From an optimization exercise on the open Yosys and OpenROAD flow, aimed at small area; shortcuts taken in it are not production practice.
In this exercise RTL edits were held to simulation tests only and were not proved equivalent to the original.
No activity file was given, so power comes from the tool's default toggle rates.

Setup of exp/zinc:
// ssl
module ssl(clk, erst, din, dIdA, dIdB, dIdC, dSsA);
    input clk;
    input erst;
    input [3:0] din;
    output [6:0] dIdA;
    output [6:0] dIdB;
    output [6:0] dIdC;
    output [20:0] dSsA;
    wire rst;
    wire ena;
    wire [6:0] cntin;
    wire [3:0] dline;
    wire [127:0] dinRef;
    reg ph;
    reg valid0, valid1;
    rst_synch #(4, 2) rstSynchInst (
        .clk (clk),
        .erst (erst),
        .rst (rst),
        .ena (ena)
    );
    counter counterInst (
        .clk (clk),
        .rst (rst),
        .ena (ena),
        .dout (cntin)
    );
    input_buff inputBuffInst (
        .din (din),
        .clk (clk),
        .zero (~valid0 & ((cntin == 7'd127) | (cntin == 7'd0))),
        .dout (dline)
    );
    always @ (posedge clk or negedge rst) begin
        if (!rst) begin
            ph <= 1'b0;
            valid0 <= 1'b0;
            valid1 <= 1'b0;
        end
        else if (cntin == 7'd126) begin
            ph <= ~ph;
            valid0 <= 1'b1;
            valid1 <= valid0;
        end
    end
    wire cnt0 = (cntin == 7'd127);
    wire first = (cntin == 7'd0);
    wire inwin = (cntin < 7'd124);
    wire [6:0] lag = cntin;
    shift_reg refInst (
        .din (dline[0]),
        .clk (clk),
        .load (cnt0),
        .dout (dinRef)
    );
    proc_array procArrayA (
        .dinRef (dinRef), .din (dline[1]), .clk (clk), .rst (rst),
        .ph (ph), .phn (~ph), .first (first), .inwin (inwin), .lag (lag),
        .pub (cnt0 & valid1), .hold (~cnt0), .dout (dIdA)
    );
    proc_array procArrayB (
        .dinRef (dinRef), .din (dline[2]), .clk (clk), .rst (rst),
        .ph (ph), .phn (~ph), .first (first), .inwin (inwin), .lag (lag),
        .pub (cnt0 & valid1), .hold (~cnt0), .dout (dIdB)
    );
    proc_array procArrayC (
  ...
Size in the first run: about 2200 cells after synthesis, roughly 0.037 mm² of cells after synthesis.
==> flow/config.mk <==
export PLATFORM = sky130hd
export DESIGN_NAME = ssl
export DESIGN_NICKNAME = ssl
export VERILOG_FILES = /design/flow/design.v
export SDC_FILE = /design/flow/constraint.sdc
export NUM_CORES = 4
export LEC_CHECK = 0
export CAP_MARGIN = 20
export CORE_MARGIN = 2
export CORE_UTILIZATION = 65
export SLEW_MARGIN = 20
export SYNTH_HIERARCHICAL = 1
export SYNTH_MINIMUM_KEEP_SIZE = 0
==> flow/constraint.sdc <==
create_clock -name core_clock -period 15.0 [get_ports {clk}]
set_input_delay 3.0000 -clock core_clock [delete_from_list [all_inputs] [get_ports {clk}]]
set_output_delay 3.0000 -clock core_clock [all_outputs]
set_load 0.01 [all_outputs]
standard.sh (not shown) runs the stock make flow with config.mk's settings and CLKGATE_MAP_FILE= SYNTH_SCRIPT=/design/flow/synth_recipe.tcl, a recipe that flattens the netlist after the stock synthesis.
==> flow/flow/run.sh <==
#!/bin/bash
# Own layout flow: the standard synthesis, then the standard ORFS layout
# with these changes (settings in flow/knobs.sh):
#  * combinational cells in the synthesized netlist start at their smallest
#    drive strength (downsize.py); repair_design and repair_timing size up
#    whatever needs it;
#  * floorplan removes synthesis buffers instead of sizing on wire-load
#    estimates (REMOVE_ABC_BUFFERS);
#  * the port buffers are the smallest buffer cell;
#  * CTS uses the clock buffer and clustering in knobs.sh and no dummy loads.
set -euo pipefail
R=orfs/results/${FLOW_PLATFORM}/ssl/base
source flow/knobs.sh

bash standard.sh synth > synth.log 2>&1
cp $R/1_2_yosys.v synth_netlist.v
python3 flow/downsize.py $R/1_2_yosys.v > downsize.log 2>&1

CTS="-sink_clustering_enable -repair_clock_nets -dont_use_dummy_load"
CTS="$CTS -buf_list $CTS_BUF $CTS_EXTRA"
bash standard.sh REMOVE_ABC_BUFFERS=1 "CTS_ARGS=$CTS" \
    "BUFFER_PORTS_ARGS=-buffer_cell sky130_fd_sc_hd__buf_1" \
    $EXTRA_VARS finish > layout.log 2>&1
==> flow/flow/knobs.sh <==
CTS_BUF=sky130_fd_sc_hd__clkbuf_4
CTS_EXTRA="-sink_clustering_size 11 -sink_clustering_max_diameter 60"
EXTRA_VARS=""
Other scripts of this flow, unchanged in this note and not shown: flow/flow/downsize.py
Both conditions hold for exp/zinc: the flow ran to the end and the final layout passed the timing, DRC and antenna checks.
#### Input delta (exp/cedar over exp/zinc)
- swapping 65 for 80 in CORE_UTILIZATION
- putting PLACE_DENSITY at 0.85 where nothing was set
==> flow/flow/knobs.sh <==
CTS_BUF=sky130_fd_sc_hd__clkbuf_4
CTS_EXTRA="-sink_clustering_size 10 -sink_clustering_max_diameter 60"
EXTRA_VARS=""
Results
On exp/cedar: iteration count of the initial detailed-routing pass is 2 higher than what exp/zinc gave. Comparing exp/cedar against exp/zinc, there is no change at all in number of cells on the critical path. The run showing the smaller switching share of power is exp/zinc. Measured against each other, exp/cedar and exp/zinc differ in global-route met2 utilization, the lower figure coming from exp/zinc. Diff exp/zinc -> exp/cedar: first-pass GRT wire length shows an increase of about 11%, worst-case hold slack shows a reduction of 0.057 ns. Die area improves in exp/cedar relative to exp/zinc. The final reports for exp/cedar and exp/zinc show row count lower in the former. Power share of the clock group is lower on exp/zinc. | flip-flop and latch share of the layout cell area | exp/zinc vs exp/cedar | ≈ equal |.
Inputs modified between exp/cedar and exp/sierra:
- clearing PLACE_DENSITY, which used to be 0.85
- swapping 80 for 65 in CORE_UTILIZATION
==> run notes <==
- Relative to exp/cedar, share of total power in the clock network decreased by 0.4 points in exp/sierra.
- Number of instances in the placed design: exp/sierra and exp/cedar compared, higher one is exp/sierra
- Power went down slightly going from exp/cedar to exp/sierra.
- Summary of the comparison: number of clock buffers in the layout is higher in exp/sierra, relative to exp/cedar.
- The fraction of area in non-clock buffers on exp/cedar is in line with that on exp/sierra.
- exp/sierra vs. exp/cedar: signed area change from the synthesized netlist to the final layout up 0.42 points; share of power burned in registers up 0.4 points; reported combinational group power flat.
- Taking exp/sierra over exp/cedar, the via density per instance ratio works out to 0.884.
The following lists how exp/indigo was set up differently from exp/sierra:
- SLEW_MARGIN: 20 -> 0
- CAP_MARGIN: 20 -> 0
--- outcome ---
Reported for exp/indigo and exp/sierra, non-clock buffer count in the final layout turned out identical to the last digit. exp/sierra -> exp/indigo: non-clock inverter instance count of the final layout delta 0, exact match. Reported for exp/indigo and exp/sierra, initial core utilization turned out identical to the last digit. Diff exp/indigo..exp/sierra | fraction of standard cell area in multi-input logic | negligible. Reported for exp/indigo and exp/sierra, DRC violation count after routing turned out identical to the last digit. On share of the final layout cell area in sequential cells, exp/indigo and exp/sierra are neck and neck. The register-to-register slack was comparable across exp/indigo and exp/sierra.

-- port drivers added, routing unchanged --
In the flow no input, the clock included, has a driving cell. The finished layouts below were timed again as built, in two steps. Step 1: set_driving_cell puts a clkbuf_16 on clk and a buf_2 on each other input, an assumption about the parent block. Step 2, shift: input delay + t, output delay - t, t = (earliest + latest rising clock arrival at the registers) / 2. This alone moves slack from input paths to output paths. Three values: ideal ports, drivers, drivers and shift; two values: the first two.
run | shift t [ns] | setup WS [ns] | worst hold slack (ns) | worst setup path at the end | cell pins on the clock port's net
exp/zinc | 0.931 | 4.582 / 4.582 / 4.582 | 0.264 / 0.264 / 0.264 | register to register | 1
exp/cedar | 1.042 | 4.927 / 4.927 / 4.927 | 0.207 / 0.207 / 0.207 | register to register | 1
exp/sierra | 1.002 | 4.531 / 4.531 / 4.531 | 0.269 / 0.269 / 0.269 | register to register | 1
exp/indigo | 1.002 | 4.531 / 4.531 / 4.531 | 0.269 / 0.269 / 0.269 | register to register | 1
After both steps setup and hold are still met in every run listed.
